Background: an optimization exercise with open tools, aiming at small area and a short achievable clock period. Do not read the settings as production practice. Only simulation tests tie the RTL to the original design; equivalence was not proved. Power is estimated from default activity; no workload was simulated.

$ cat flow/run.sh
#!/bin/bash
# Standard layout, with a plain buffer (buf_1) on every input and output port,
# a clock tree of clkbuf_8 cells and no dummy clock loads.
set -euo pipefail
bash standard.sh "BUFFER_PORTS_ARGS=-buffer_cell sky130_fd_sc_hd__buf_1" \
  "CTS_ARGS=-sink_clustering_enable -repair_clock_nets -dont_use_dummy_load -buf_list sky130_fd_sc_hd__clkbuf_8" \
  finish > make_finish.log 2>&1
$ cat standard.sh
#!/bin/bash
# synth_recipe.tcl (not shown) runs the flow's synth.tcl, then flattens the netlist and writes it again
# the make line also repeats each setting of config.mk as NAME=value (left out here)
make -C /OpenROAD-flow-scripts/flow DESIGN_CONFIG=/design/flow/config.mk WORK_HOME=/design/flow/orfs CLKGATE_MAP_FILE= SYNTH_SCRIPT=/design/flow/synth_recipe.tcl "${@:-finish}"
$ cat config.mk
export PLATFORM = sky130hd
export DESIGN_NAME = fp_multiplier
export DESIGN_NICKNAME = fp_multiplier
export VERILOG_FILES = /design/flow/design.v
export SDC_FILE = /design/flow/constraint.sdc
export NUM_CORES = 4
export LEC_CHECK = 0
export CAP_MARGIN = 20
export CORE_MARGIN = 2
export CORE_UTILIZATION = 40
export SETUP_SLACK_MARGIN = 5
export SLEW_MARGIN = 20
export SYNTH_HIERARCHICAL = 1
$ cat constraint.sdc
create_clock -name core_clock -period 8.0 [get_ports {clk}]
set_input_delay 1.6000 -clock core_clock [delete_from_list [all_inputs] [get_ports {clk}]]
set_output_delay 1.6000 -clock core_clock [all_outputs]
set_load 0.01 [all_outputs]
$ cat design.v
module fp_multiplier (
    input         sign,
    input         clk,
    input         rst,
    input  [16:0] a,
    input  [16:0] b,
    output [17:0] out,
    output reg    overflow,
    output reg    underflow
);
  wire [17:0] xa = {sign & a[16], a};
  wire [17:0] yb = {sign & b[16], b};
  wire [8:0] neg_d, one_d, two_d;
  wire [18:0] ybz = {yb, 1'b0};
  genvar gi;
  generate for (gi = 0; gi < 9; gi = gi + 1) begin : benc
    wire y2 = ybz[2*gi+2], y1 = ybz[2*gi+1], y0 = ybz[2*gi];
    assign neg_d[gi] = y2 & ~(y1 & y0);
    assign one_d[gi] = y1 ^ y0;
    assign two_d[gi] = (y2 & ~y1 & ~y0) | (~y2 & y1 & y0);
  end endgenerate
  reg [17:0] xr;
  reg [8:0] negr, oner, twor;
  reg s1;
  always @(posedge clk) begin
    xr <= xa; negr <= neg_d; oner <= one_d; twor <= two_d; s1 <= sign;
  end
  wire [4:0] r8sel = one_d[8] ? xa[4:0] : two_d[8] ? {xa[3:0], 1'b0} : 5'd0;
  wire [5:0] r8sum = {1'b0, r8sel ^ {5{neg_d[8]}}} + neg_d[8];
  reg [5:0] r8r;
  always @(posedge clk) r8r <= r8sum;
  wire pp1, pp2, pp3, pp4, pp5, pp6, pp7, pp8, pp9, pp10, pp11, pp12;
  wire pp13, pp14, pp15, pp16, pp17, pp18, pp19, pp20, pp21, pp22, pp23, pp24;
  wire pp25, pp26, pp27, pp28, pp29, pp30, pp31, pp32, pp33, pp34, pp35, pp36;
  wire pp37, pp38, pp39, pp40, pp41, pp42, pp43, pp44, pp45, pp46, pp47, pp48;
  wire pp49, pp50, pp51, pp52, pp53, pp54, pp55, pp56, pp57, pp58, pp59, pp60;
  wire pp61, pp62, pp63, pp64, pp65, pp66, pp67, pp68, pp69, pp70, pp71, pp72;
  wire pp73, pp74, pp75, pp76, pp77, pp78, pp79, pp80, pp81, pp82, pp83, pp84;
  wire pp85, pp86, pp87, pp88, pp89, pp90, pp91, pp92, pp93, pp94, pp95, pp96;
  wire pp97, pp98, pp99, pp100, pp101, pp102, pp103, pp104, pp105, pp106, pp107, pp108;
  wire pp109, pp110, pp111, pp112, pp113, pp114, pp115, pp116, pp117, pp118, pp119, pp120;
  wire pp121, pp122, pp123, pp124, pp125, pp126, pp127, pp128, pp129, pp130, pp131, pp132;
  wire pp133, pp134, pp135, pp136, pp137, pp138, pp139, pp140, pp141, pp142, pp143, pp144;
  wire pp145, pp146, pp147, pp148, pp149, pp150, pp151, pp152, pp153, pp154, pp155, pp156;
  wire pp157, pp158, pp159, pp160, pp161, pp162, pp163, pp164, pp165, pp166, s167, c168;
  wire s169, c170, s171, c172, s173, c174, s175, c176, s177, c178, s179, c180;
  wire s181, c182, s183, c184, s185, c186, s187, c188, s189, c190, s191, c192;
  wire s193, c194, s195, c196, s197, c198, s199, c200, s201, c202, s203, c204;
  wire s205, c206, s207, c208, s209, c210, s211, c212, s213, c214, s215, c216;
  wire s217, c218, s219, c220, s221, c222, s223, c224, s225, c226, s227, c228;
  wire s229, c230, s231, c232, s233, c234, s235, c236, s237, s238, c239, s240;
  wire c241, s242, c243, s244, c245, s246, c247, s248, c249, s250, c251, s252;
  wire c253, s254, c255, s256, c257, s258, c259, s260, c261, s262, c263, s264;
  wire c265, s266, c267, s268, c269, s270, c271, s272, c273, s274, c275, s276;
  wire c277, s278, c279, s280, c281, s282, c283, s284, c285, s286, c287, s288;
  wire c289, s290, c291, s292, c293, s294, c295, s296, c297, s298, c299, s300;
  wire c301, s302, c303, s304, c305, s306, c307, s308, c309, s310, c311, s312;
  wire c313, s314, c315, s316, c317, s318, c319, s320, c321, s322, c323, s324;
  wire s325, c326, s327, c328, s329, c330, s331, c332, s333, c334, s335, c336;
  wire s337, c338, s339, c340, s341, c342, s343, c344, s345, c346, s347, c348;
  wire s349, c350, s351, c352, s353, c354, s355, c356, s357, c358, s359, c360;
  wire s361, c362, s363, c364, s365, c366, s367, c368, s369, c370, s371, c372;
  wire s373, c374, s375, c376, s377, c378, s379, s380, c381, s382, c383, s384;
  wire c385, s386, c387, s388, c389, s390, c391, s392, c393, s394, c395, s396;
  wire c397, s398, c399, s400, c401, s402, c403, s404, c405, s406, c407, s408;
  wire c409, s410, c411, s412, c413, s414, c415, s416, c417, s418, c419, s420;
  wire c421, s422, c423, s424, c425, s426, c427, s428, c429, s430, c431, s432;
  wire c433, s434, c435, s436, c437, s438, c439, s440, c441, s442, lg443, lp444;
  wire lg445, lp446, lg447, lp448, lg449, lp450, lg451, lp452, lg453, lp454, lg455, lp456;
  wire lg457, lp458, lg459, lp460, lg461, lp462, lG463, lP464, lG465, lP466, lG467, lP468;
  wire lG469, lP470, lG471, lP472, lG473, lP474, lG475, lP476, lG477, lP478, lG479, lP480;
  wire lG481, lP482, lG483, lP484, lG485, lP486, lG487, lP488, lG489, lP490, lG491, lP492;
  wire hg493, hp494, hg495, hp496, hg497, hp498, hg499, hp500, hg501, hp502, hg503, hp504;
  wire hg505, hp506, hg507, hp508, hg509, hp510, hg511, hp512, hg513, hp514, hg515, hp516;
  wire hg517, hp518, hg519, hp520, hg521, hp522, hg523, hp524, hg525, hp526, hg527, hp528;
  wire hg529, hp530, hg531, hp532, hg533, hp534, hg535, hp536, hg537, hp538, hg539, hp540;
  wire hg541, hp542, hG543, hP544, hG545, hP546, hG547, hP548, hG549, hP550, hG551, hP552;
  wire hG553, hP554, hG555, hP556, hG557, hP558, hG559, hP560, hG561, hP562, hG563, hP564;
  wire hG565, hP566, hG567, hP568, hG569, hP570, hG571, hP572, hG573, hP574, hG575, hP576;
  wire hG577, hP578, hG579, hP580, hG581, hP582, hG583, hP584, hG585, hP586, hG587, hP588;
  wire hG589, hP590, hG591, hP592, hG593, hP594, hG595, hP596, hG597, hP598, hG599, hP600;
  wire hG601, hP602, hG603, hP604, hG605, hP606, hG607, hP608, hG609, hP610, hG611, hP612;
  wire hG613, hP614, hG615, hP616, hG617, hP618, hG619, hP620, hG621, hP622, hG623, hP624;
  wire hG625, hP626, hG627, hP628, hG629, hP630, hG631, hP632, hG633, hP634, hG635, hP636;
  wire hG637, hP638, hG639, hP640, hG641, hP642, hG643, hP644, hG645, hP646, hG647, hP648;
  wire hG649, hP650;
  assign pp1 = ((oner[0] & xr[0])) ^ negr[0];
  assign pp2 = ((oner[0] & xr[1]) | (twor[0] & xr[0])) ^ negr[0];
  assign pp3 = ((oner[0] & xr[2]) | (twor[0] & xr[1])) ^ negr[0];
  assign pp4 = ((oner[0] & xr[3]) | (twor[0] & xr[2])) ^ negr[0];
  assign pp5 = ((oner[0] & xr[4]) | (twor[0] & xr[3])) ^ negr[0];
  assign pp6 = ((oner[0] & xr[5]) | (twor[0] & xr[4])) ^ negr[0];
  assign pp7 = ((oner[0] & xr[6]) | (twor[0] & xr[5])) ^ negr[0];
  assign pp8 = ((oner[0] & xr[7]) | (twor[0] & xr[6])) ^ negr[0];
  assign pp9 = ((oner[0] & xr[8]) | (twor[0] & xr[7])) ^ negr[0];
  assign pp10 = ((oner[0] & xr[9]) | (twor[0] & xr[8])) ^ negr[0];
  assign pp11 = ((oner[0] & xr[10]) | (twor[0] & xr[9])) ^ negr[0];
  assign pp12 = ((oner[0] & xr[11]) | (twor[0] & xr[10])) ^ negr[0];
  assign pp13 = ((oner[0] & xr[12]) | (twor[0] & xr[11])) ^ negr[0];
  assign pp14 = ((oner[0] & xr[13]) | (twor[0] & xr[12])) ^ negr[0];
  assign pp15 = ((oner[0] & xr[14]) | (twor[0] & xr[13])) ^ negr[0];
  assign pp16 = ((oner[0] & xr[15]) | (twor[0] & xr[14])) ^ negr[0];
  assign pp17 = ((oner[0] & xr[16]) | (twor[0] & xr[15])) ^ negr[0];
  assign pp18 = ((oner[0] & xr[17]) | (twor[0] & xr[16])) ^ negr[0];
  assign pp19 = ((oner[0] & xr[17]) | (twor[0] & xr[17])) ^ negr[0];
  assign pp20 = ~pp19;
  assign pp21 = ((oner[1] & xr[0])) ^ negr[1];
  assign pp22 = ((oner[1] & xr[1]) | (twor[1] & xr[0])) ^ negr[1];
  assign pp23 = ((oner[1] & xr[2]) | (twor[1] & xr[1])) ^ negr[1];
  assign pp24 = ((oner[1] & xr[3]) | (twor[1] & xr[2])) ^ negr[1];
  assign pp25 = ((oner[1] & xr[4]) | (twor[1] & xr[3])) ^ negr[1];
  assign pp26 = ((oner[1] & xr[5]) | (twor[1] & xr[4])) ^ negr[1];
  assign pp27 = ((oner[1] & xr[6]) | (twor[1] & xr[5])) ^ negr[1];
  assign pp28 = ((oner[1] & xr[7]) | (twor[1] & xr[6])) ^ negr[1];
  assign pp29 = ((oner[1] & xr[8]) | (twor[1] & xr[7])) ^ negr[1];
  assign pp30 = ((oner[1] & xr[9]) | (twor[1] & xr[8])) ^ negr[1];
  assign pp31 = ((oner[1] & xr[10]) | (twor[1] & xr[9])) ^ negr[1];
  assign pp32 = ((oner[1] & xr[11]) | (twor[1] & xr[10])) ^ negr[1];
  assign pp33 = ((oner[1] & xr[12]) | (twor[1] & xr[11])) ^ negr[1];
  assign pp34 = ((oner[1] & xr[13]) | (twor[1] & xr[12])) ^ negr[1];
  assign pp35 = ((oner[1] & xr[14]) | (twor[1] & xr[13])) ^ negr[1];
  assign pp36 = ((oner[1] & xr[15]) | (twor[1] & xr[14])) ^ negr[1];
  assign pp37 = ((oner[1] & xr[16]) | (twor[1] & xr[15])) ^ negr[1];
  assign pp38 = ((oner[1] & xr[17]) | (twor[1] & xr[16])) ^ negr[1];
  assign pp39 = ~(((oner[1] & xr[17]) | (twor[1] & xr[17])) ^ negr[1]);
  assign pp40 = ((oner[2] & xr[0])) ^ negr[2];
  assign pp41 = ((oner[2] & xr[1]) | (twor[2] & xr[0])) ^ negr[2];
  assign pp42 = ((oner[2] & xr[2]) | (twor[2] & xr[1])) ^ negr[2];
  assign pp43 = ((oner[2] & xr[3]) | (twor[2] & xr[2])) ^ negr[2];
  assign pp44 = ((oner[2] & xr[4]) | (twor[2] & xr[3])) ^ negr[2];
  assign pp45 = ((oner[2] & xr[5]) | (twor[2] & xr[4])) ^ negr[2];
  assign pp46 = ((oner[2] & xr[6]) | (twor[2] & xr[5])) ^ negr[2];
  assign pp47 = ((oner[2] & xr[7]) | (twor[2] & xr[6])) ^ negr[2];
  assign pp48 = ((oner[2] & xr[8]) | (twor[2] & xr[7])) ^ negr[2];
  assign pp49 = ((oner[2] & xr[9]) | (twor[2] & xr[8])) ^ negr[2];
  assign pp50 = ((oner[2] & xr[10]) | (twor[2] & xr[9])) ^ negr[2];
  assign pp51 = ((oner[2] & xr[11]) | (twor[2] & xr[10])) ^ negr[2];
  assign pp52 = ((oner[2] & xr[12]) | (twor[2] & xr[11])) ^ negr[2];
  assign pp53 = ((oner[2] & xr[13]) | (twor[2] & xr[12])) ^ negr[2];
  assign pp54 = ((oner[2] & xr[14]) | (twor[2] & xr[13])) ^ negr[2];
  assign pp55 = ((oner[2] & xr[15]) | (twor[2] & xr[14])) ^ negr[2];
  assign pp56 = ((oner[2] & xr[16]) | (twor[2] & xr[15])) ^ negr[2];
  assign pp57 = ((oner[2] & xr[17]) | (twor[2] & xr[16])) ^ negr[2];
  assign pp58 = ~(((oner[2] & xr[17]) | (twor[2] & xr[17])) ^ negr[2]);
  assign pp59 = ((oner[3] & xr[0])) ^ negr[3];
  assign pp60 = ((oner[3] & xr[1]) | (twor[3] & xr[0])) ^ negr[3];
  assign pp61 = ((oner[3] & xr[2]) | (twor[3] & xr[1])) ^ negr[3];
  assign pp62 = ((oner[3] & xr[3]) | (twor[3] & xr[2])) ^ negr[3];
  assign pp63 = ((oner[3] & xr[4]) | (twor[3] & xr[3])) ^ negr[3];
  assign pp64 = ((oner[3] & xr[5]) | (twor[3] & xr[4])) ^ negr[3];
  assign pp65 = ((oner[3] & xr[6]) | (twor[3] & xr[5])) ^ negr[3];
  assign pp66 = ((oner[3] & xr[7]) | (twor[3] & xr[6])) ^ negr[3];
  assign pp67 = ((oner[3] & xr[8]) | (twor[3] & xr[7])) ^ negr[3];
  assign pp68 = ((oner[3] & xr[9]) | (twor[3] & xr[8])) ^ negr[3];
  assign pp69 = ((oner[3] & xr[10]) | (twor[3] & xr[9])) ^ negr[3];
  assign pp70 = ((oner[3] & xr[11]) | (twor[3] & xr[10])) ^ negr[3];
  assign pp71 = ((oner[3] & xr[12]) | (twor[3] & xr[11])) ^ negr[3];
  assign pp72 = ((oner[3] & xr[13]) | (twor[3] & xr[12])) ^ negr[3];
  assign pp73 = ((oner[3] & xr[14]) | (twor[3] & xr[13])) ^ negr[3];
  assign pp74 = ((oner[3] & xr[15]) | (twor[3] & xr[14])) ^ negr[3];
  assign pp75 = ((oner[3] & xr[16]) | (twor[3] & xr[15])) ^ negr[3];
  assign pp76 = ((oner[3] & xr[17]) | (twor[3] & xr[16])) ^ negr[3];
  assign pp77 = ~(((oner[3] & xr[17]) | (twor[3] & xr[17])) ^ negr[3]);
  assign pp78 = ((oner[4] & xr[0])) ^ negr[4];
  assign pp79 = ((oner[4] & xr[1]) | (twor[4] & xr[0])) ^ negr[4];
  assign pp80 = ((oner[4] & xr[2]) | (twor[4] & xr[1])) ^ negr[4];
  assign pp81 = ((oner[4] & xr[3]) | (twor[4] & xr[2])) ^ negr[4];
  assign pp82 = ((oner[4] & xr[4]) | (twor[4] & xr[3])) ^ negr[4];
  assign pp83 = ((oner[4] & xr[5]) | (twor[4] & xr[4])) ^ negr[4];
  assign pp84 = ((oner[4] & xr[6]) | (twor[4] & xr[5])) ^ negr[4];
  assign pp85 = ((oner[4] & xr[7]) | (twor[4] & xr[6])) ^ negr[4];
  assign pp86 = ((oner[4] & xr[8]) | (twor[4] & xr[7])) ^ negr[4];
  assign pp87 = ((oner[4] & xr[9]) | (twor[4] & xr[8])) ^ negr[4];
  assign pp88 = ((oner[4] & xr[10]) | (twor[4] & xr[9])) ^ negr[4];
  assign pp89 = ((oner[4] & xr[11]) | (twor[4] & xr[10])) ^ negr[4];
  assign pp90 = ((oner[4] & xr[12]) | (twor[4] & xr[11])) ^ negr[4];
  assign pp91 = ((oner[4] & xr[13]) | (twor[4] & xr[12])) ^ negr[4];
  assign pp92 = ((oner[4] & xr[14]) | (twor[4] & xr[13])) ^ negr[4];
  assign pp93 = ((oner[4] & xr[15]) | (twor[4] & xr[14])) ^ negr[4];
  assign pp94 = ((oner[4] & xr[16]) | (twor[4] & xr[15])) ^ negr[4];
  assign pp95 = ((oner[4] & xr[17]) | (twor[4] & xr[16])) ^ negr[4];
  assign pp96 = ~(((oner[4] & xr[17]) | (twor[4] & xr[17])) ^ negr[4]);
  assign pp97 = ((oner[5] & xr[0])) ^ negr[5];
  assign pp98 = ((oner[5] & xr[1]) | (twor[5] & xr[0])) ^ negr[5];
  assign pp99 = ((oner[5] & xr[2]) | (twor[5] & xr[1])) ^ negr[5];
  assign pp100 = ((oner[5] & xr[3]) | (twor[5] & xr[2])) ^ negr[5];
  assign pp101 = ((oner[5] & xr[4]) | (twor[5] & xr[3])) ^ negr[5];
  assign pp102 = ((oner[5] & xr[5]) | (twor[5] & xr[4])) ^ negr[5];
  assign pp103 = ((oner[5] & xr[6]) | (twor[5] & xr[5])) ^ negr[5];
  assign pp104 = ((oner[5] & xr[7]) | (twor[5] & xr[6])) ^ negr[5];
  assign pp105 = ((oner[5] & xr[8]) | (twor[5] & xr[7])) ^ negr[5];
  assign pp106 = ((oner[5] & xr[9]) | (twor[5] & xr[8])) ^ negr[5];
  assign pp107 = ((oner[5] & xr[10]) | (twor[5] & xr[9])) ^ negr[5];
  assign pp108 = ((oner[5] & xr[11]) | (twor[5] & xr[10])) ^ negr[5];
  assign pp109 = ((oner[5] & xr[12]) | (twor[5] & xr[11])) ^ negr[5];
  assign pp110 = ((oner[5] & xr[13]) | (twor[5] & xr[12])) ^ negr[5];
  assign pp111 = ((oner[5] & xr[14]) | (twor[5] & xr[13])) ^ negr[5];
  assign pp112 = ((oner[5] & xr[15]) | (twor[5] & xr[14])) ^ negr[5];
  assign pp113 = ((oner[5] & xr[16]) | (twor[5] & xr[15])) ^ negr[5];
  assign pp114 = ((oner[5] & xr[17]) | (twor[5] & xr[16])) ^ negr[5];
  assign pp115 = ~(((oner[5] & xr[17]) | (twor[5] & xr[17])) ^ negr[5]);
  assign pp116 = ((oner[6] & xr[0])) ^ negr[6];
  assign pp117 = ((oner[6] & xr[1]) | (twor[6] & xr[0])) ^ negr[6];
  assign pp118 = ((oner[6] & xr[2]) | (twor[6] & xr[1])) ^ negr[6];
  assign pp119 = ((oner[6] & xr[3]) | (twor[6] & xr[2])) ^ negr[6];
  assign pp120 = ((oner[6] & xr[4]) | (twor[6] & xr[3])) ^ negr[6];
  assign pp121 = ((oner[6] & xr[5]) | (twor[6] & xr[4])) ^ negr[6];
  assign pp122 = ((oner[6] & xr[6]) | (twor[6] & xr[5])) ^ negr[6];
  assign pp123 = ((oner[6] & xr[7]) | (twor[6] & xr[6])) ^ negr[6];
  assign pp124 = ((oner[6] & xr[8]) | (twor[6] & xr[7])) ^ negr[6];
  assign pp125 = ((oner[6] & xr[9]) | (twor[6] & xr[8])) ^ negr[6];
  assign pp126 = ((oner[6] & xr[10]) | (twor[6] & xr[9])) ^ negr[6];
  assign pp127 = ((oner[6] & xr[11]) | (twor[6] & xr[10])) ^ negr[6];
  assign pp128 = ((oner[6] & xr[12]) | (twor[6] & xr[11])) ^ negr[6];
  assign pp129 = ((oner[6] & xr[13]) | (twor[6] & xr[12])) ^ negr[6];
  assign pp130 = ((oner[6] & xr[14]) | (twor[6] & xr[13])) ^ negr[6];
  assign pp131 = ((oner[6] & xr[15]) | (twor[6] & xr[14])) ^ negr[6];
  assign pp132 = ((oner[6] & xr[16]) | (twor[6] & xr[15])) ^ negr[6];
  assign pp133 = ((oner[6] & xr[17]) | (twor[6] & xr[16])) ^ negr[6];
  assign pp134 = ~(((oner[6] & xr[17]) | (twor[6] & xr[17])) ^ negr[6]);
  assign pp135 = ((oner[7] & xr[0])) ^ negr[7];
  assign pp136 = ((oner[7] & xr[1]) | (twor[7] & xr[0])) ^ negr[7];
  assign pp137 = ((oner[7] & xr[2]) | (twor[7] & xr[1])) ^ negr[7];
  assign pp138 = ((oner[7] & xr[3]) | (twor[7] & xr[2])) ^ negr[7];
  assign pp139 = ((oner[7] & xr[4]) | (twor[7] & xr[3])) ^ negr[7];
  assign pp140 = ((oner[7] & xr[5]) | (twor[7] & xr[4])) ^ negr[7];
  assign pp141 = ((oner[7] & xr[6]) | (twor[7] & xr[5])) ^ negr[7];
  assign pp142 = ((oner[7] & xr[7]) | (twor[7] & xr[6])) ^ negr[7];
  assign pp143 = ((oner[7] & xr[8]) | (twor[7] & xr[7])) ^ negr[7];
  assign pp144 = ((oner[7] & xr[9]) | (twor[7] & xr[8])) ^ negr[7];
  assign pp145 = ((oner[7] & xr[10]) | (twor[7] & xr[9])) ^ negr[7];
  assign pp146 = ((oner[7] & xr[11]) | (twor[7] & xr[10])) ^ negr[7];
  assign pp147 = ((oner[7] & xr[12]) | (twor[7] & xr[11])) ^ negr[7];
  assign pp148 = ((oner[7] & xr[13]) | (twor[7] & xr[12])) ^ negr[7];
  assign pp149 = ((oner[7] & xr[14]) | (twor[7] & xr[13])) ^ negr[7];
  assign pp150 = ((oner[7] & xr[15]) | (twor[7] & xr[14])) ^ negr[7];
  assign pp151 = ((oner[7] & xr[16]) | (twor[7] & xr[15])) ^ negr[7];
  assign pp152 = ((oner[7] & xr[17]) | (twor[7] & xr[16])) ^ negr[7];
  assign pp153 = ~(((oner[7] & xr[17]) | (twor[7] & xr[17])) ^ negr[7]);
  assign pp154 = ((oner[8] & xr[5]) | (twor[8] & xr[4])) ^ negr[8];
  assign pp155 = ((oner[8] & xr[6]) | (twor[8] & xr[5])) ^ negr[8];
  assign pp156 = ((oner[8] & xr[7]) | (twor[8] & xr[6])) ^ negr[8];
  assign pp157 = ((oner[8] & xr[8]) | (twor[8] & xr[7])) ^ negr[8];
  assign pp158 = ((oner[8] & xr[9]) | (twor[8] & xr[8])) ^ negr[8];
  assign pp159 = ((oner[8] & xr[10]) | (twor[8] & xr[9])) ^ negr[8];
  assign pp160 = ((oner[8] & xr[11]) | (twor[8] & xr[10])) ^ negr[8];
  assign pp161 = ((oner[8] & xr[12]) | (twor[8] & xr[11])) ^ negr[8];
  assign pp162 = ((oner[8] & xr[13]) | (twor[8] & xr[12])) ^ negr[8];
  assign pp163 = ((oner[8] & xr[14]) | (twor[8] & xr[13])) ^ negr[8];
  assign pp164 = ((oner[8] & xr[15]) | (twor[8] & xr[14])) ^ negr[8];
  assign pp165 = ((oner[8] & xr[16]) | (twor[8] & xr[15])) ^ negr[8];
  assign pp166 = ((oner[8] & xr[17]) | (twor[8] & xr[16])) ^ negr[8];
  fp_ha u_s167 (.a(negr[5]), .b(pp11), .s(s167), .co(c168));
  fp_ha u_s169 (.a(pp12), .b(pp30), .s(s169), .co(c170));
  fp_fa u_s171 (.a(negr[6]), .b(pp13), .c(pp31), .s(s171), .co(c172));
  fp_ha u_s173 (.a(pp48), .b(pp65), .s(s173), .co(c174));
  fp_fa u_s175 (.a(pp14), .b(pp32), .c(pp49), .s(s175), .co(c176));
  fp_ha u_s177 (.a(pp66), .b(pp83), .s(s177), .co(c178));
  fp_fa u_s179 (.a(negr[7]), .b(pp15), .c(pp33), .s(s179), .co(c180));
  fp_fa u_s181 (.a(pp50), .b(pp67), .c(pp84), .s(s181), .co(c182));
  fp_ha u_s183 (.a(pp101), .b(pp118), .s(s183), .co(c184));
  fp_fa u_s185 (.a(pp16), .b(pp34), .c(pp51), .s(s185), .co(c186));
  fp_fa u_s187 (.a(pp68), .b(pp85), .c(pp102), .s(s187), .co(c188));
  fp_ha u_s189 (.a(pp119), .b(pp136), .s(s189), .co(c190));
  fp_fa u_s191 (.a(r8r[0]), .b(pp17), .c(pp35), .s(s191), .co(c192));
  fp_fa u_s193 (.a(pp52), .b(pp69), .c(pp86), .s(s193), .co(c194));
  fp_fa u_s195 (.a(pp103), .b(pp120), .c(pp137), .s(s195), .co(c196));
  fp_fa u_s197 (.a(r8r[1]), .b(pp18), .c(pp36), .s(s197), .co(c198));
  fp_fa u_s199 (.a(pp53), .b(pp70), .c(pp87), .s(s199), .co(c200));
  fp_fa u_s201 (.a(pp104), .b(pp121), .c(pp138), .s(s201), .co(c202));
  fp_fa u_s203 (.a(r8r[2]), .b(pp19), .c(pp37), .s(s203), .co(c204));
  fp_fa u_s205 (.a(pp54), .b(pp71), .c(pp88), .s(s205), .co(c206));
  fp_fa u_s207 (.a(pp105), .b(pp122), .c(pp139), .s(s207), .co(c208));
  fp_fa u_s209 (.a(r8r[3]), .b(pp19), .c(pp38), .s(s209), .co(c210));
  fp_fa u_s211 (.a(pp55), .b(pp72), .c(pp89), .s(s211), .co(c212));
  fp_fa u_s213 (.a(pp106), .b(pp123), .c(pp140), .s(s213), .co(c214));
  fp_fa u_s215 (.a(r8r[4]), .b(pp39), .c(pp56), .s(s215), .co(c216));
  fp_fa u_s217 (.a(pp73), .b(pp90), .c(pp107), .s(s217), .co(c218));
  fp_fa u_s219 (.a(pp124), .b(pp141), .c(pp20), .s(s219), .co(c220));
  assign s221 = ~(r8r[5] ^ pp57);
  assign c222 = r8r[5] | pp57;
  fp_fa u_s223 (.a(pp74), .b(pp91), .c(pp108), .s(s223), .co(c224));
  fp_fa u_s225 (.a(pp125), .b(pp142), .c(pp154), .s(s225), .co(c226));
  fp_fa u_s227 (.a(pp58), .b(pp75), .c(pp92), .s(s227), .co(c228));
  fp_fa u_s229 (.a(pp109), .b(pp126), .c(pp143), .s(s229), .co(c230));
  assign s231 = ~(pp76 ^ pp93);
  assign c232 = pp76 | pp93;
  fp_ha u_s233 (.a(pp110), .b(pp127), .s(s233), .co(c234));
  fp_fa u_s235 (.a(pp77), .b(pp94), .c(pp111), .s(s235), .co(c236));
  assign s237 = ~pp95;
  fp_ha u_s238 (.a(negr[3]), .b(pp7), .s(s238), .co(c239));
  fp_ha u_s240 (.a(pp8), .b(pp26), .s(s240), .co(c241));
  fp_fa u_s242 (.a(negr[4]), .b(pp9), .c(pp27), .s(s242), .co(c243));
  fp_ha u_s244 (.a(pp44), .b(pp61), .s(s244), .co(c245));
  fp_fa u_s246 (.a(pp10), .b(pp28), .c(pp45), .s(s246), .co(c247));
  fp_ha u_s248 (.a(pp62), .b(pp79), .s(s248), .co(c249));
  fp_fa u_s250 (.a(pp29), .b(pp46), .c(pp63), .s(s250), .co(c251));
  fp_fa u_s252 (.a(pp80), .b(pp97), .c(s167), .s(s252), .co(c253));
  fp_fa u_s254 (.a(pp47), .b(pp64), .c(pp81), .s(s254), .co(c255));
  fp_fa u_s256 (.a(pp98), .b(c168), .c(s169), .s(s256), .co(c257));
  fp_fa u_s258 (.a(pp82), .b(pp99), .c(pp116), .s(s258), .co(c259));
  fp_fa u_s260 (.a(c170), .b(s173), .c(s171), .s(s260), .co(c261));
  fp_fa u_s262 (.a(pp100), .b(pp117), .c(c174), .s(s262), .co(c263));
  fp_fa u_s264 (.a(s177), .b(c172), .c(s175), .s(s264), .co(c265));
  fp_fa u_s266 (.a(pp135), .b(c178), .c(s183), .s(s266), .co(c267));
  fp_fa u_s268 (.a(c176), .b(s179), .c(s181), .s(s268), .co(c269));
  fp_fa u_s270 (.a(c184), .b(s189), .c(c180), .s(s270), .co(c271));
  fp_fa u_s272 (.a(c182), .b(s185), .c(s187), .s(s272), .co(c273));
  fp_fa u_s274 (.a(c190), .b(c186), .c(c188), .s(s274), .co(c275));
  fp_fa u_s276 (.a(s191), .b(s193), .c(s195), .s(s276), .co(c277));
  fp_fa u_s278 (.a(c192), .b(c194), .c(c196), .s(s278), .co(c279));
  fp_fa u_s280 (.a(s197), .b(s199), .c(s201), .s(s280), .co(c281));
  fp_fa u_s282 (.a(c198), .b(c200), .c(c202), .s(s282), .co(c283));
  fp_fa u_s284 (.a(s203), .b(s205), .c(s207), .s(s284), .co(c285));
  fp_fa u_s286 (.a(c204), .b(c206), .c(c208), .s(s286), .co(c287));
  fp_fa u_s288 (.a(s209), .b(s211), .c(s213), .s(s288), .co(c289));
  fp_fa u_s290 (.a(c210), .b(c212), .c(c214), .s(s290), .co(c291));
  fp_fa u_s292 (.a(s215), .b(s217), .c(s219), .s(s292), .co(c293));
  fp_fa u_s294 (.a(s221), .b(c216), .c(c218), .s(s294), .co(c295));
  fp_fa u_s296 (.a(c220), .b(s223), .c(s225), .s(s296), .co(c297));
  fp_fa u_s298 (.a(pp155), .b(c222), .c(c224), .s(s298), .co(c299));
  fp_fa u_s300 (.a(c226), .b(s227), .c(s229), .s(s300), .co(c301));
  fp_fa u_s302 (.a(pp144), .b(pp156), .c(s231), .s(s302), .co(c303));
  fp_fa u_s304 (.a(s233), .b(c228), .c(c230), .s(s304), .co(c305));
  fp_fa u_s306 (.a(pp128), .b(pp145), .c(pp157), .s(s306), .co(c307));
  fp_fa u_s308 (.a(c232), .b(c234), .c(s235), .s(s308), .co(c309));
  fp_fa u_s310 (.a(pp112), .b(pp129), .c(pp146), .s(s310), .co(c311));
  fp_fa u_s312 (.a(pp158), .b(s237), .c(c236), .s(s312), .co(c313));
  fp_fa u_s314 (.a(pp95), .b(pp96), .c(pp113), .s(s314), .co(c315));
  fp_fa u_s316 (.a(pp130), .b(pp147), .c(pp159), .s(s316), .co(c317));
  assign s318 = ~(pp114 ^ pp131);
  assign c319 = pp114 | pp131;
  fp_ha u_s320 (.a(pp148), .b(pp160), .s(s320), .co(c321));
  fp_fa u_s322 (.a(pp115), .b(pp132), .c(pp149), .s(s322), .co(c323));
  assign s324 = ~pp133;
  fp_ha u_s325 (.a(negr[2]), .b(pp5), .s(s325), .co(c326));
  fp_ha u_s327 (.a(pp6), .b(pp24), .s(s327), .co(c328));
  fp_fa u_s329 (.a(pp25), .b(pp42), .c(pp59), .s(s329), .co(c330));
  fp_fa u_s331 (.a(pp43), .b(pp60), .c(c239), .s(s331), .co(c332));
  fp_fa u_s333 (.a(pp78), .b(c241), .c(s244), .s(s333), .co(c334));
  fp_fa u_s335 (.a(c245), .b(s248), .c(c243), .s(s335), .co(c336));
  fp_fa u_s337 (.a(c249), .b(c247), .c(s250), .s(s337), .co(c338));
  fp_fa u_s339 (.a(c251), .b(s254), .c(c253), .s(s339), .co(c340));
  fp_fa u_s341 (.a(c255), .b(s258), .c(c257), .s(s341), .co(c342));
  fp_fa u_s343 (.a(c259), .b(s262), .c(c261), .s(s343), .co(c344));
  fp_fa u_s345 (.a(c263), .b(s266), .c(c265), .s(s345), .co(c346));
  fp_fa u_s347 (.a(c267), .b(c269), .c(s270), .s(s347), .co(c348));
  fp_fa u_s349 (.a(c271), .b(c273), .c(s274), .s(s349), .co(c350));
  fp_fa u_s351 (.a(c275), .b(c277), .c(s278), .s(s351), .co(c352));
  fp_fa u_s353 (.a(c279), .b(c281), .c(s282), .s(s353), .co(c354));
  fp_fa u_s355 (.a(c283), .b(c285), .c(s286), .s(s355), .co(c356));
  fp_fa u_s357 (.a(c287), .b(c289), .c(s290), .s(s357), .co(c358));
  fp_fa u_s359 (.a(c291), .b(s294), .c(c293), .s(s359), .co(c360));
  fp_fa u_s361 (.a(c295), .b(c297), .c(s298), .s(s361), .co(c362));
  fp_fa u_s363 (.a(s302), .b(c299), .c(c301), .s(s363), .co(c364));
  fp_fa u_s365 (.a(s306), .b(c303), .c(c305), .s(s365), .co(c366));
  fp_fa u_s367 (.a(c307), .b(s310), .c(c309), .s(s367), .co(c368));
  fp_fa u_s369 (.a(c311), .b(s314), .c(s316), .s(s369), .co(c370));
  fp_fa u_s371 (.a(s318), .b(s320), .c(c315), .s(s371), .co(c372));
  fp_fa u_s373 (.a(pp161), .b(c319), .c(c321), .s(s373), .co(c374));
  fp_fa u_s375 (.a(pp150), .b(pp162), .c(s324), .s(s375), .co(c376));
  fp_fa u_s377 (.a(pp133), .b(pp134), .c(pp151), .s(s377), .co(c378));
  assign s379 = ~pp152;
  fp_ha u_s380 (.a(negr[1]), .b(pp3), .s(s380), .co(c381));
  fp_ha u_s382 (.a(pp4), .b(pp22), .s(s382), .co(c383));
  fp_fa u_s384 (.a(pp23), .b(pp40), .c(s325), .s(s384), .co(c385));
  fp_fa u_s386 (.a(pp41), .b(c326), .c(s327), .s(s386), .co(c387));
  fp_fa u_s388 (.a(c328), .b(s238), .c(s329), .s(s388), .co(c389));
  fp_fa u_s390 (.a(s240), .b(c330), .c(s331), .s(s390), .co(c391));
  fp_fa u_s392 (.a(s242), .b(c332), .c(s333), .s(s392), .co(c393));
  fp_fa u_s394 (.a(s246), .b(c334), .c(s335), .s(s394), .co(c395));
  fp_fa u_s396 (.a(s252), .b(c336), .c(s337), .s(s396), .co(c397));
  fp_fa u_s398 (.a(s256), .b(c338), .c(s339), .s(s398), .co(c399));
  fp_fa u_s400 (.a(s260), .b(c340), .c(s341), .s(s400), .co(c401));
  fp_fa u_s402 (.a(s264), .b(c342), .c(s343), .s(s402), .co(c403));
  fp_fa u_s404 (.a(s268), .b(c344), .c(s345), .s(s404), .co(c405));
  fp_fa u_s406 (.a(s272), .b(c346), .c(s347), .s(s406), .co(c407));
  fp_fa u_s408 (.a(s276), .b(c348), .c(s349), .s(s408), .co(c409));
  fp_fa u_s410 (.a(s280), .b(c350), .c(s351), .s(s410), .co(c411));
  fp_fa u_s412 (.a(s284), .b(c352), .c(s353), .s(s412), .co(c413));
  fp_fa u_s414 (.a(s288), .b(c354), .c(s355), .s(s414), .co(c415));
  fp_fa u_s416 (.a(s292), .b(c356), .c(s357), .s(s416), .co(c417));
  fp_fa u_s418 (.a(s296), .b(c358), .c(s359), .s(s418), .co(c419));
  fp_fa u_s420 (.a(s300), .b(c360), .c(s361), .s(s420), .co(c421));
  fp_fa u_s422 (.a(s304), .b(c362), .c(s363), .s(s422), .co(c423));
  fp_fa u_s424 (.a(s308), .b(s365), .c(c364), .s(s424), .co(c425));
  fp_fa u_s426 (.a(s312), .b(c366), .c(s367), .s(s426), .co(c427));
  fp_fa u_s428 (.a(c313), .b(s369), .c(c368), .s(s428), .co(c429));
  fp_fa u_s430 (.a(c317), .b(c370), .c(s371), .s(s430), .co(c431));
  fp_fa u_s432 (.a(s322), .b(s373), .c(c372), .s(s432), .co(c433));
  fp_fa u_s434 (.a(c323), .b(s375), .c(c374), .s(s434), .co(c435));
  fp_fa u_s436 (.a(pp163), .b(c376), .c(s377), .s(s436), .co(c437));
  fp_fa u_s438 (.a(pp164), .b(s379), .c(c378), .s(s438), .co(c439));
  fp_fa u_s440 (.a(pp152), .b(pp153), .c(pp165), .s(s440), .co(c441));
  assign s442 = ~pp166;
  assign lg443 = (negr[0] & pp1);
  assign lp444 = (negr[0] ^ pp1);
  assign lg445 = (pp2 & 1'b0);
  assign lp446 = (pp2 ^ 1'b0);
  assign lg447 = (s380 & pp21);
  assign lp448 = (s380 ^ pp21);
  assign lg449 = (c381 & s382);
  assign lp450 = (c381 ^ s382);
  assign lg451 = (c383 & s384);
  assign lp452 = (c383 ^ s384);
  assign lg453 = (c385 & s386);
  assign lp454 = (c385 ^ s386);
  assign lg455 = (c387 & s388);
  assign lp456 = (c387 ^ s388);
  assign lg457 = (c389 & s390);
  assign lp458 = (c389 ^ s390);
  assign lg459 = (c391 & s392);
  assign lp460 = (c391 ^ s392);
  assign lg461 = (c393 & s394);
  assign lp462 = (c393 ^ s394);
  assign lG463 = lg445 | (lp446 & lg443);
  assign lP464 = lp446 & lp444;
  assign lG465 = lg449 | (lp450 & lg447);
  assign lP466 = lp450 & lp448;
  assign lG467 = lg453 | (lp454 & lg451);
  assign lP468 = lp454 & lp452;
  assign lG469 = lg457 | (lp458 & lg455);
  assign lP470 = lp458 & lp456;
  assign lG471 = lg461 | (lp462 & lg459);
  assign lP472 = lp462 & lp460;
  assign lG473 = lg447 | (lp448 & lG463);
  assign lP474 = lp448 & lP464;
  assign lG475 = lG465 | (lP466 & lG463);
  assign lP476 = lP466 & lP464;
  assign lG477 = lg455 | (lp456 & lG467);
  assign lP478 = lp456 & lP468;
  assign lG479 = lG469 | (lP470 & lG467);
  assign lP480 = lP470 & lP468;
  assign lG481 = lg451 | (lp452 & lG475);
  assign lP482 = lp452 & lP476;
  assign lG483 = lG467 | (lP468 & lG475);
  assign lP484 = lP468 & lP476;
  assign lG485 = lG477 | (lP478 & lG475);
  assign lP486 = lP478 & lP476;
  assign lG487 = lG479 | (lP480 & lG475);
  assign lP488 = lP480 & lP476;
  assign lG489 = lg459 | (lp460 & lG487);
  assign lP490 = lp460 & lP488;
  assign lG491 = lG471 | (lP472 & lG487);
  assign lP492 = lP472 & lP488;
  wire ck_w = lG491;
  wire [9:0] lzt = {((c393 ^ s394) ~^ (c391 | s392)), ((c391 ^ s392) ~^ (c389 | s390)), ((c389 ^ s390) ~^ (c387 | s388)), ((c387 ^ s388) ~^ (c385 | s386)), ((c385 ^ s386) ~^ (c383 | s384)), ((c383 ^ s384) ~^ (c381 | s382)), ((c381 ^ s382) ~^ (s380 | pp21)), ((s380 ^ pp21) ~^ (pp2 | 1'b0)), ((pp2 ^ 1'b0) ~^ (negr[0] | pp1)), ~(negr[0] ^ pp1)};
  wire [9:0] lot = {(c393 ^ s394), (c391 ^ s392), (c389 ^ s390), (c387 ^ s388), (c385 ^ s386), (c383 ^ s384), (c381 ^ s382), (s380 ^ pp21), (pp2 ^ 1'b0), (negr[0] ^ pp1)};
  wire [23:0] ha_w = {c441, c439, c437, c435, c433, c431, c429, c427, c425, c423, c421, c419, c417, c415, c413, c411, c409, c407, c405, c403, c401, c399, c397, c395};
  wire [23:0] hb_w = {s442, s440, s438, s436, s434, s432, s430, s428, s426, s424, s422, s420, s418, s416, s414, s412, s410, s408, s406, s404, s402, s400, s398, s396};
  reg [23:0] ra, rb;
  reg lor, land, ck, s2, rst_d;
  always @(posedge clk) begin
    ra <= ha_w; rb <= hb_w; s2 <= s1; rst_d <= rst;
    lor <= ~&lzt; land <= &lot; ck <= ck_w;
  end
  assign hg493 = (ck & ck);
  assign hp494 = (ck ^ ck);
  assign hg495 = (ra[0] & rb[0]);
  assign hp496 = (ra[0] ^ rb[0]);
  assign hg497 = (ra[1] & rb[1]);
  assign hp498 = (ra[1] ^ rb[1]);
  assign hg499 = (ra[2] & rb[2]);
  assign hp500 = (ra[2] ^ rb[2]);
  assign hg501 = (ra[3] & rb[3]);
  assign hp502 = (ra[3] ^ rb[3]);
  assign hg503 = (ra[4] & rb[4]);
  assign hp504 = (ra[4] ^ rb[4]);
  assign hg505 = (ra[5] & rb[5]);
  assign hp506 = (ra[5] ^ rb[5]);
  assign hg507 = (ra[6] & rb[6]);
  assign hp508 = (ra[6] ^ rb[6]);
  assign hg509 = (ra[7] & rb[7]);
  assign hp510 = (ra[7] ^ rb[7]);
  assign hg511 = (ra[8] & rb[8]);
  assign hp512 = (ra[8] ^ rb[8]);
  assign hg513 = (ra[9] & rb[9]);
  assign hp514 = (ra[9] ^ rb[9]);
  assign hg515 = (ra[10] & rb[10]);
  assign hp516 = (ra[10] ^ rb[10]);
  assign hg517 = (ra[11] & rb[11]);
  assign hp518 = (ra[11] ^ rb[11]);
  assign hg519 = (ra[12] & rb[12]);
  assign hp520 = (ra[12] ^ rb[12]);
  assign hg521 = (ra[13] & rb[13]);
  assign hp522 = (ra[13] ^ rb[13]);
  assign hg523 = (ra[14] & rb[14]);
  assign hp524 = (ra[14] ^ rb[14]);
  assign hg525 = (ra[15] & rb[15]);
  assign hp526 = (ra[15] ^ rb[15]);
  assign hg527 = (ra[16] & rb[16]);
  assign hp528 = (ra[16] ^ rb[16]);
  assign hg529 = (ra[17] & rb[17]);
  assign hp530 = (ra[17] ^ rb[17]);
  assign hg531 = (ra[18] & rb[18]);
  assign hp532 = (ra[18] ^ rb[18]);
  assign hg533 = (ra[19] & rb[19]);
  assign hp534 = (ra[19] ^ rb[19]);
  assign hg535 = (ra[20] & rb[20]);
  assign hp536 = (ra[20] ^ rb[20]);
  assign hg537 = (ra[21] & rb[21]);
  assign hp538 = (ra[21] ^ rb[21]);
  assign hg539 = (ra[22] & rb[22]);
  assign hp540 = (ra[22] ^ rb[22]);
  assign hg541 = (ra[23] & rb[23]);
  assign hp542 = (ra[23] ^ rb[23]);
  assign hG543 = hg495 | (hp496 & hg493);
  assign hP544 = hp496 & hp494;
  assign hG545 = hg499 | (hp500 & hg497);
  assign hP546 = hp500 & hp498;
  assign hG547 = hg503 | (hp504 & hg501);
  assign hP548 = hp504 & hp502;
  assign hG549 = hg507 | (hp508 & hg505);
  assign hP550 = hp508 & hp506;
  assign hG551 = hg511 | (hp512 & hg509);
  assign hP552 = hp512 & hp510;
  assign hG553 = hg515 | (hp516 & hg513);
  assign hP554 = hp516 & hp514;
  assign hG555 = hg519 | (hp520 & hg517);
  assign hP556 = hp520 & hp518;
  assign hG557 = hg523 | (hp524 & hg521);
  assign hP558 = hp524 & hp522;
  assign hG559 = hg527 | (hp528 & hg525);
  assign hP560 = hp528 & hp526;
  assign hG561 = hg531 | (hp532 & hg529);
  assign hP562 = hp532 & hp530;
  assign hG563 = hg535 | (hp536 & hg533);
  assign hP564 = hp536 & hp534;
  assign hG565 = hg539 | (hp540 & hg537);
  assign hP566 = hp540 & hp538;
  assign hG567 = hg497 | (hp498 & hG543);
  assign hP568 = hp498 & hP544;
  assign hG569 = hG545 | (hP546 & hG543);
  assign hP570 = hP546 & hP544;
  assign hG571 = hg505 | (hp506 & hG547);
  assign hP572 = hp506 & hP548;
  assign hG573 = hG549 | (hP550 & hG547);
  assign hP574 = hP550 & hP548;
  assign hG575 = hg513 | (hp514 & hG551);
  assign hP576 = hp514 & hP552;
  assign hG577 = hG553 | (hP554 & hG551);
  assign hP578 = hP554 & hP552;
  assign hG579 = hg521 | (hp522 & hG555);
  assign hP580 = hp522 & hP556;
  assign hG581 = hG557 | (hP558 & hG555);
  assign hP582 = hP558 & hP556;
  assign hG583 = hg529 | (hp530 & hG559);
  assign hP584 = hp530 & hP560;
  assign hG585 = hG561 | (hP562 & hG559);
  assign hP586 = hP562 & hP560;
  assign hG587 = hg537 | (hp538 & hG563);
  assign hP588 = hp538 & hP564;
  assign hG589 = hG565 | (hP566 & hG563);
  assign hP590 = hP566 & hP564;
  assign hG591 = hg501 | (hp502 & hG569);
  assign hP592 = hp502 & hP570;
  assign hG593 = hG547 | (hP548 & hG569);
  assign hP594 = hP548 & hP570;
  assign hG595 = hG571 | (hP572 & hG569);
  assign hP596 = hP572 & hP570;
  assign hG597 = hG573 | (hP574 & hG569);
  assign hP598 = hP574 & hP570;
  assign hG599 = hg517 | (hp518 & hG577);
  assign hP600 = hp518 & hP578;
  assign hG601 = hG555 | (hP556 & hG577);
  assign hP602 = hP556 & hP578;
  assign hG603 = hG579 | (hP580 & hG577);
  assign hP604 = hP580 & hP578;
  assign hG605 = hG581 | (hP582 & hG577);
  assign hP606 = hP582 & hP578;
  assign hG607 = hg533 | (hp534 & hG585);
  assign hP608 = hp534 & hP586;
  assign hG609 = hG563 | (hP564 & hG585);
  assign hP610 = hP564 & hP586;
  assign hG611 = hG587 | (hP588 & hG585);
  assign hP612 = hP588 & hP586;
  assign hG613 = hG589 | (hP590 & hG585);
  assign hP614 = hP590 & hP586;
  assign hG615 = hg509 | (hp510 & hG597);
  assign hP616 = hp510 & hP598;
  assign hG617 = hG551 | (hP552 & hG597);
  assign hP618 = hP552 & hP598;
  assign hG619 = hG575 | (hP576 & hG597);
  assign hP620 = hP576 & hP598;
  assign hG621 = hG577 | (hP578 & hG597);
  assign hP622 = hP578 & hP598;
  assign hG623 = hG599 | (hP600 & hG597);
  assign hP624 = hP600 & hP598;
  assign hG625 = hG601 | (hP602 & hG597);
  assign hP626 = hP602 & hP598;
  assign hG627 = hG603 | (hP604 & hG597);
  assign hP628 = hP604 & hP598;
  assign hG629 = hG605 | (hP606 & hG597);
  assign hP630 = hP606 & hP598;
  assign hG631 = hg541 | (hp542 & hG613);
  assign hP632 = hp542 & hP614;
  assign hG633 = hg525 | (hp526 & hG629);
  assign hP634 = hp526 & hP630;
  assign hG635 = hG559 | (hP560 & hG629);
  assign hP636 = hP560 & hP630;
  assign hG637 = hG583 | (hP584 & hG629);
  assign hP638 = hP584 & hP630;
  assign hG639 = hG585 | (hP586 & hG629);
  assign hP640 = hP586 & hP630;
  assign hG641 = hG607 | (hP608 & hG629);
  assign hP642 = hP608 & hP630;
  assign hG643 = hG609 | (hP610 & hG629);
  assign hP644 = hP610 & hP630;
  assign hG645 = hG611 | (hP612 & hG629);
  assign hP646 = hP612 & hP630;
  assign hG647 = hG613 | (hP614 & hG629);
  assign hP648 = hP614 & hP630;
  assign hG649 = hG631 | (hP632 & hG629);
  assign hP650 = hP632 & hP630;
  wire [33:10] ph = {(hp542 ^ hG647), (hp540 ^ hG645), (hp538 ^ hG643), (hp536 ^ hG641), (hp534 ^ hG639), (hp532 ^ hG637), (hp530 ^ hG635), (hp528 ^ hG633), (hp526 ^ hG629), (hp524 ^ hG627), (hp522 ^ hG625), (hp520 ^ hG623), (hp518 ^ hG621), (hp516 ^ hG619), (hp514 ^ hG617), (hp512 ^ hG615), (hp510 ^ hG597), (hp508 ^ hG595), (hp506 ^ hG593), (hp504 ^ hG591), (hp502 ^ hG569), (hp500 ^ hG567), (hp498 ^ hG543), (hp496 ^ hg493)};
  wire neg = s2 & ph[33];
  wire ovf_w = neg ? ~&ph[33:25] : |ph[33:24];
  wire unf_w = neg ? ~(&ph[15:10] & land) : (|ph[15:10] | lor);
  wire clr = rst | rst_d;
  reg [17:0] out_r;
  always @(posedge clk) begin
    out_r     <= clr ? 18'd0 : ph[31:14];
    overflow  <= clr ? 1'b0 : ovf_w;
    underflow <= clr ? 1'b0 : unf_w;
  end
  assign out = out_r;
endmodule
module fp_fa (input a, input b, input c, output s, output co);
  assign s = a ^ b ^ c;
  assign co = (a & b) | (c & (a ^ b));
endmodule
module fp_ha (input a, input b, output s, output co);
  assign s = a ^ b;
  assign co = a & b;
endmodule
==> run notes, run 1 <==
fraction of the yosys area taken by sequential cells 0.244; DR vias 7298; Worst VDD drop ~0.13 mV; Placed Area 10600 um^2; vias in the first global route between 7000 and 8000; arrival time worst endpoint 3.34 ns; DIE AREA 27000 um^2; Detailed Place HPWL 17600 um; status complete, no violations; Clk Latency, worst-skew pair between 0.4 and 0.5 ns; CTS Root Cell clkbuf_8; final hold viol count 0; first-pass GRT wire length ~40000 um; Sink Count approximately 130; H-tree levels 4; Tot GR Track Use 0.194; crit path kind reg -> reg; worst-margin pin slew ~0.55 ns; DIE WIDTH 164 um; Setup Viol. Count Final 0; FF/Latch Area around 2600 um^2; total iterations of the first detailed-routing run 6; crit path max fanout 10; reg2reg path depth 7; RSZ-0062 raised after global routing yes; syn_nets 1206; Design Area, Final 11600 um^2; Clock Path Buffers 2; Startpoint Class register; Leakage approximately 4.4 nW; total gr overflow 0; DR iter-0 viols between 500 and 600; I/O pins 57; Post-Synthesis Cells just under 1000; Multi-input gate area approximately 7400 um^2; initial core utilization 0.408; dpl ws 4.40 ns; Req. time, crit path 8.30 ns; drt drc 0; placement row count 58; IO buf count 56; CP Capture Type register; wire length per cell 18.8 um; synth warn 7; largest net degree at the start of global routing 22; Power Density 343 nW/um^2; post-DR vias/cell 5.40; DRT antenna net count 0; Post-synth EDFFs 0; initial antenna violation count 0; # diodes 0; clock slew at reported path FFs about 0.08 ns; Mapped Area ~10000 um^2; final setup margin about 5.0 ns; Slew HR 0.627; Hold Path Depth 0; period utilization 0.380; ys flop type dfxtp_1; fill cell count between 2000 and 2500; Setup TNS Final 0 ns; drt total wl roughly 25000 um; Area growth syn-to-layout 13.2%; Async SR Flop Fraction 0; Cell variety after synth between 50 and 60; Setup Skew 0.0325 ns; count of pins over their slew limit 0; CTS tree done; TritonCTS buffer count 17; FF+latch count, synth around 130; setup slack, reg-to-reg ~5 ns; share of cells above drive strength 1 0.152; nets@finish 1249; height of the die approximately 160 um; Avg Cell Area, Syn between 10 and 15 um^2; GPL Wtd Cong 0.849; Fin Hold WS 0.384 ns; total power 3.99 mW; min-delay worst type reg -> reg; post-route minimum period around 3.0 ns; fmax around 0.33 GHz; MaxCap Viol Count 0; core area around 25000 um^2
modules after synthesis (local to each module, per instance):
module,copies in the design,flip-flops and latches,area [um^2]
fp_multiplier,1,125,7730
fp_ha,16,0,12.5
fp_fa,117,0,20.0
cells in the final DEF (no fill, tap or decap), types with 11 or more instances in the layout:
| master | instances |
|---|---|
| a21oi_1 | 14 |
| a22oi_1 | 142 |
| buf_1 | 56 |
| buf_4 | 44 |
| clkbuf_8 | 17 |
| dfxtp_1 | 86 |
| dfxtp_4 | 36 |
| fa_1 | 111 |
| fa_2 | 11 |
| ha_1 | 66 |
| inv_1 | 35 |
| nand2_1 | 26 |
| nor2_1 | 23 |
| nor2b_1 | 15 |
| o21ai_0 | 20 |
| xnor2_1 | 171 |
| xor2_1 | 22 |
cell families after synthesis:
family          count (synthesis)  share of synthesized area
fa+ha+maj                     189                      0.319
compound gates                220                      0.159
simple gates                  118                     0.0609
mux                             3                    0.00292
xor+xnor                      196                      0.167
buf+inv                       129                     0.0471
flops                         125                      0.244
cells in the mapped netlist, types with 6 or more instances:
master,n,share of area
xnor2_1,173,0.15
a22oi_1,149,0.11
dfxtp_1,125,0.24
fa_1,122,0.24
clkbuf_1,70,0.026
ha_1,67,0.082
inv_1,35,0.013
nand2_1,26,0.0095
buf_1,23,0.0084
nor2_1,23,0.0084
o21ai_0,23,0.011
xor2_1,23,0.020
nor2b_1,15,0.0091
a21oi_1,14,0.0068
a21o_1,8,0.0058
nand2b_1,7,0.0043
nand3_1,7,0.0034
nand3b_1,7,0.0051
nor3_1,6,0.0029
o21bai_1,6,0.0044
where the power goes:
part / internal, mW / switching (mW) / total (mW)
Sequential: 0.832 / 0.128 / 0.960
Combinational: 1.25 / 1.38 / 2.63
Clock: 0.186 / 0.216 / 0.402
path summary, 6_finish.rpt:
kind | start | endpoint
hold reg to reg | s1 | s2
hold / removal | s1 | s2
setup / recovery | twor[1] | rb[11]
setup reg to reg | twor[1] | rb[11]
per-layer routing:
metal	track usage	vias up	share of wire
met4	0.0586	0	0.019
met1	0.275	3527	0.46
met2	0.291	296	0.44
li1	-	3424	-
met3	0.0508	51	0.082
met5	0	-	0
state kept, by name (all words and copies together) (netlist names):
register   count
ck             1
land           1
lor            1
negr           9
oner           9
out_r         18
overflow       1
r8r            6
ra            24
rb            24
rst_d          1
s1             1
s2             1
twor           9
underflow      1
xr            18
layout make-up:
class,instances,area share
multi-input combinational,726,0.637
sequential,125,0.227
timing repair buffer,117,0.0686
tap,330,0.0355
clock buffer,17,0.0201
inverter,36,0.0116
critical path, cell delays in order, from the launching register on:
cell	delay (ns)
dfxtp_4	0.40
buf_12	0.15
o21ai_0	0.18
xor2_1	0.22
fa_1	0.53
fa_1	0.48
fa_1	0.52
fa_1	0.40
per-stage QoR:
step,std cells,utilization
after floorplan,980,-
after detailed placement,1280,0.422
final,1351,0.462
after global routing,1351,0.462
after CTS,1327,0.447
after global placement,1280,0.422
repair_timing:
item,in CTS,in global routing
resized for setup,73,35
pin swaps,7,12
setup endpoints to repair,34,23
buffers inserted,30,24
hold buffers,0,0
==> inputs of run 2 (changes only) <==
==> flow/run.sh (replaced) <==
#!/bin/bash
# Standard layout, with a plain buffer (buf_2) on every input and output port,
# a clock tree of clkbuf_8 cells and no dummy clock loads.
set -euo pipefail
bash standard.sh "BUFFER_PORTS_ARGS=-buffer_cell sky130_fd_sc_hd__buf_2" \
  "CTS_ARGS=-sink_clustering_enable -repair_clock_nets -dont_use_dummy_load -buf_list sky130_fd_sc_hd__clkbuf_8" \
  finish > make_finish.log 2>&1
==> run 2 against run 1 <==
  * First-iteration DRC count increased by 14%
  * Cell count increased by 0.22%
  * Largest cell class unchanged
  * Sequential share of layout area decreased by 0.37 points
  * Largest power group unchanged
==> run notes, run 2 <==
I/O pins 57 (unchanged); post-DR vias/cell 5.39 (-0.17%); synth warn 7 (unchanged); Async SR Flop Fraction 0 (unchanged); Detailed Place HPWL 17600 um (-0.18%); Post-synth EDFFs 0 (unchanged); wire length per cell 18.9 um (+0.43%); Avg Cell Area, Syn 10.5 um^2 (unchanged); largest net degree at the start of global routing 22 (unchanged); total power 4.06 mW (+1.7%); FF+latch count, synth 125 (unchanged); Placed Area 10700 um^2 (+0.66%); vias in the first global route 7118 (-3.7%); Synth top area share 0.244 (unchanged); Clk Latency, worst-skew pair 0.44 ns (-0.02 ns); DRT antenna net count 0 (unchanged); cts hold-fix bufs 0 (unchanged); CP most frequent cell fa_1; Power Density 343 nW/um^2 (about the same); Clock Path Buffers 2 (unchanged); final core occ 0.469 (+0.00765); Mapped Area 10300 um^2 (unchanged); CP Capture Type register; total iterations of the first detailed-routing run 6 (unchanged); DIE WIDTH 164 um (unchanged); leading cell type in the layout, fill and taps excluded xnor2_1; Multi-input gate area 7510 um^2 (+1.3%); most frequent cells in the layout xnor2_1, a22oi_1, fa_1, dfxtp_1, ha_1; top post-synthesis cells by count xnor2_1, a22oi_1, dfxtp_1, fa_1, clkbuf_1; crit path kind reg -> reg; fmax 0.337 GHz (+2.3%); post-route minimum period 2.97 ns (-0.0678 ns); Post-Synthesis Cells 980 (unchanged); first-pass GRT wire length 39800 um (-1.5%); max incr delay on CP 0.54 ns (about the same); Design Area, Final 11800 um^2 (+1.7%); fill cell count 2341 (-0.85%); Post-Place Cells 1280 (unchanged); FF/Latch Area 2640 um^2 (unchanged); cell with the most instances after synthesis xnor2_1; Crit-path slowest cell fa_1; initial core utilization 0.408 (unchanged); Leakage 4.64 nW (+4.4%); Setup Viol. Count Final 0 (unchanged); Tot GR Track Use 0.191 (-0.00321); clock slew at reported path FFs 0.07 ns (about the same); fraction of the yosys area taken by sequential cells 0.244 (unchanged); IO buf count 56 (unchanged); placement row count 58 (unchanged); cells along the critical path buf_12 -> a22oi_2 -> xnor2_1 -> fa_1 -> fa_1 -> fa_1 -> fa_1; status complete, no violations; share of cells above drive strength 1 0.226 (+0.0738); CTS tree done; worst-margin pin slew 0.490 ns (-0.0645 ns); biggest regs ra: 24 flops, rb: 24 flops; height of the die 164 um (unchanged); CTS Root Cell clkbuf_8; Req. time, crit path 8.31 ns (about the same); RSZ-0062 raised after global routing yes; Setup TNS Final 0 ns (unchanged); arrival time worst endpoint 3.28 ns (-0.06 ns); Startpoint Class register; DR iter-0 viols 628 (+14%); initial antenna violation count 0 (unchanged); Area growth syn-to-layout 15.1%; final hold viol count 0 (unchanged); Area contributors post-synth dfxtp_1, fa_1, xnor2_1; DIE AREA 27000 um^2 (unchanged); syn_nets 1206 (unchanged); nets@finish 1252 (+0.24%); drt total wl 25600 um (+0.66%); MaxCap Viol Count 0 (unchanged); Setup Skew 0.0242 ns (-0.00830 ns); drt drc 0 (unchanged); core area 25200 um^2 (unchanged); H-tree levels 4 (unchanged); DR vias 7302 (+0.055%); TritonCTS buffer count 17 (unchanged); ys flop type dfxtp_1; period utilization 0.371 (-0.00848); Worst VDD drop 0.123 mV (-5.9%); final std cells w/o fill 1354 (+0.22%); total gr overflow 0 (unchanged); largest area contributor in the netlist dfxtp_1; Cell variety after synth 51 (unchanged); GPL Wtd Cong 0.829 (-2.4%); Sink Count 125 (unchanged); Slew HR 0.670 (+0.0434); count of pins over their slew limit 0 (unchanged); # diodes 0 (unchanged); min-delay worst type reg -> reg; crit path max fanout 12 (+2)
[run 2: changes by cell type in the layout (fill, tap and decap cells not counted), sizes merged]
cell and change:
buf +3
[run 2: per-stage QoR]
stage	setup WS, ns	hold slack (ns)
floorplan	4.99	0.310
global placement	4.46	0.397
detailed placement	4.39	0.398
CTS	4.98	0.370
global route	4.95	0.389
finish	5.03	0.371
[run 2: worst paths after layout]
check                           slack [ns]  cells after the start     from      to
worst max-delay path                  5.03                      7  twor[1]  rb[10]
worst min-delay path                  0.37                      0       s1      s2
worst max register to register        5.03                      7  twor[1]  rb[10]
worst min register to register        0.37                      0       s1      s2
[run 2: critical path: cells and delay by family (launching register included)]
kind                       cells  cell delay (ns)
buffers and inverters          1             0.14
DFF                            1             0.46
adders and majority gates      4             1.89
xor gates and xnor gates       1             0.29
AOI/OAI and AO/OA              1             0.05
[run 2: kinds of logic after synthesis]
kind of cell	share of synthesized area
AOI/OAI and AO/OA	0.159
xor gates and xnor gates	0.167
adders and majority gates	0.319
buffers and inverters	0.0471
DFF	0.244
muxes	0.00292
and+or+nand+nor	0.0609
[run 2: modules after synthesis (local to each module, per instance)]
module	copies in the design	flip-flops and latches
fp_multiplier	1	125
fp_fa	117	0
fp_ha	16	0
[run 2: power by group]
group	internal, mW	switching [mW]
registers	0.832	0.133
logic	1.29	1.41
clock network	0.186	0.208
total	2.31	1.75
[run 2: final cells by class]
class                   count  share of cell area
clock buffers              17              0.0198
inverters                  36              0.0114
multi-input cells         726               0.635
flip-flops and latches    125               0.223
well taps                 330              0.0349
repair buffers            120              0.0755
[run 2: timing repair]
action	in CTS	in global routing
gates resized for setup	72	56
setup buffers	14	43
pin swaps	3	32
endpoints found under the setup margin	34	23
[run 2: per-layer routing]
metal | global-route usage | wire (um)
met1 | 0.280 | 11700
met2 | 0.287 | 11300
met3 | 0.0439 | 2330
met4 | 0.0423 | 277
met5 | 0 | 0
==> inputs of run 3 (changes only) <==
--- a/config.mk
+++ b/config.mk
@@ -8,6 +8,6 @@
 export CAP_MARGIN = 20
 export CORE_MARGIN = 2
 export CORE_UTILIZATION = 40
-export SETUP_SLACK_MARGIN = 5
+export SETUP_SLACK_MARGIN = 4.9
 export SLEW_MARGIN = 20
 export SYNTH_HIERARCHICAL = 1
==> run 3 against run 2 <==
  * Setup slack lost 0.057 ns
  * Total power decreased by 1.2%
  * Count of clock-buffer cells in the layout did not move
  * Hold slack better by 0.035 ns
  * Synthesized cell count stayed put
  * Non-clock buffer count is 3 lower
  * First-iteration DRC count is 8.6% lower
  * Sequential share of layout area increased by 0.26 points
  * Critical path depth rose by 1
  * Final area is 1.3% lower
  * Via count down 0.16%
  * Critical path type unchanged
  * Critical endpoint is now rb[7]
  * Highest routed layer unchanged
==> run notes, run 3 <==
vias in the first global route 7195 (+1.1%); status complete, no violations; largest area contributor in the netlist dfxtp_1; FF+latch count, synth 125 (unchanged); Seq pwr share 0.239 (about the same); most frequent cells in the layout xnor2_1, a22oi_1, fa_1, dfxtp_1, ha_1; CP Capture Type register; # diodes 0 (unchanged); DIE AREA 27000 um^2 (unchanged); GPL Wtd Cong 0.830 (+0.19%); ys flop type dfxtp_1; CP most frequent cell fa_1; nets@finish 1249 (-0.24%); CTS tree done; Design Area, Final 11700 um^2 (-1.3%); Crit-path slowest cell fa_1; fraction of the yosys area taken by sequential cells 0.244 (unchanged); Sw Ratio 0.434 (+0.00428); share of cells above drive strength 1 0.201 (-0.0248); Clk Latency, worst-skew pair 0.45 ns (about the same); top post-synthesis cells by count xnor2_1, a22oi_1, dfxtp_1, fa_1, clkbuf_1; period utilization 0.378 (+0.00707); Psw 1.74 mW (-0.21%); RSZ-0062 raised after global routing yes; drt drc 0 (unchanged); Synth top area share 0.244 (unchanged); Fin Hold WS 0.406 ns (+0.0353 ns); DRT antenna net count 0 (unchanged); cell with the most instances after synthesis xnor2_1; Gate power share 0.662 (-0.003); Mapped Area 10300 um^2 (unchanged); leading cell type in the layout, fill and taps excluded xnor2_1; Power Density 344 nW/um^2 (+0.11%); Clock Path Buffers 2 (unchanged); final setup margin 4.97 ns (-0.0565 ns); final core occ 0.463 (-0.00611); drt total wl 25900 um (+0.89%); core area 25200 um^2 (unchanged); final hold viol count 0 (unchanged); DR iter-0 viols 574 (-8.6%); biggest regs ra: 24 flops, rb: 24 flops; largest net degree at the start of global routing 22 (unchanged); Area contributors post-synth dfxtp_1, fa_1, xnor2_1; post-DR vias/cell 5.40 (about the same); min-delay worst type reg -> reg; IO buf count 56 (unchanged); Async SR Flop Fraction 0 (unchanged); H-tree levels 4 (unchanged); dpl ws 4.41 ns (+0.0168 ns); MaxCap Viol Count 0 (unchanged); Post-synth EDFFs 0 (unchanged); Req. time, crit path 8.30 ns (about the same); Avg Cell Area, Syn 10.5 um^2 (unchanged); CTS Root Cell clkbuf_8; initial core utilization 0.408 (unchanged); DR vias 7290 (-0.16%); Leakage 4.62 nW (-0.46%); total iterations of the first detailed-routing run 5 (-1); arrival time worst endpoint 3.33 ns (+0.05 ns); Sink Count 125 (unchanged); Post-Synthesis Cells 980 (unchanged); first-pass GRT wire length 40100 um (+0.63%); crit path kind reg -> reg; Startpoint Class register; CP Buf/Inv Count 2 (+1); height of the die 164 um (unchanged); I/O pins 57 (unchanged); fmax 0.330 GHz (-1.9%); Largest delay share family, worst path adder cells; initial antenna violation count 0 (unchanged); Clk pwr share 0.099 (+0.002)
run 3: cell counts after synthesis:
No cell type changed its count.
run 3: path summary, 6_finish.rpt:
kind | slack (ns) | startpoint | to | cells past startpoint
setup reg to reg | 4.97 | xr[3] | rb[7] | 8
setup / recovery | 4.97 | xr[3] | rb[7] | 8
hold / removal | 0.41 | s1 | s2 | 0
hold reg to reg | 0.41 | s1 | s2 | 0
run 3: stage by stage:
step | instances | power [mW]
after floorplan | 980 | 2.86
after global placement | 1280 | 3.40
after detailed placement | 1280 | 3.47
after CTS | 1299 | 3.92
after global routing | 1351 | 4.46
final | 1351 | 4.01
run 3: modules after synthesis, one instance, submodules excluded:
module	cell area, um^2	flip-flops and latches
fp_fa	20.0	0
fp_ha	12.5	0
fp_multiplier	7730	125
run 3: power by group through the flow:
stage	Sequential, mW	Combinational [mW]	Clock [mW]
floorplan	0.910	1.95	0
global placement	0.990	2.41	0
detailed placement	0.991	2.48	0
CTS	0.979	2.52	0.416
global route	0.979	3.04	0.436
finish	0.958	2.65	0.397
run 3: cell families (layout without fill, tap and decap cells):
logic type | count (synthesis) | in the layout | synth area share
fa+ha+maj | 189 | 189 | 0.319
mux | 3 | 3 | 0.00292
flops | 125 | 125 | 0.244
buf+inv | 129 | 170 | 0.0471
xor+xnor | 196 | 196 | 0.167
compound gates | 220 | 220 | 0.159
simple gates | 118 | 118 | 0.0609
run 3: what timing repair did:
action / in CTS / in global routing
pin swaps: 1 / 20
hold buffers: 0 / 0
buffers inserted: 2 / 52
gates cloned: 0 / 0
setup endpoints to repair: 32 / 15
resized for setup: 60 / 47
run 3: layout make-up:
class	instances	area (um^2)
inverters	36	135
clock buffers	17	234
flip-flops and latches	125	2640
repair buffers	117	841
well taps	330	413
multi-input cells	726	7410
fillers	2328	13500
run 3: layer usage:
metal,wire (um),vias to the layer above,track usage
li1,-,3413,-
met1,12100,3553,0.280
met2,11400,301,0.288
met3,2100,23,0.0492
met4,249,0,0.0463
met5,0,-,0

-- re-timing with driven ports --
Ports are ideal in the flow. The routed layouts listed here were re-timed in OpenROAD.
Step 1 assumes that a clkbuf_16 drives the clock port and a buf_2 every other input.
Step 2 also shifts input and output timing later by t, the mid clock arrival at the registers, as if the neighbouring blocks saw the same clock.
Slacks: ideal ports / drivers / drivers and shift; pairs: ideal ports / drivers.
| run | t (ns) | setup WS [ns] |
|---|---|---|
| run 1 | 0.481 | 4.963 / 4.963 / 4.871 |
| run 2 | 0.471 | 5.031 / 5.031 / 4.887 |
| run 3 | 0.474 | 4.974 / 4.974 / 4.861 |
After both steps setup and hold are still met in every run listed.
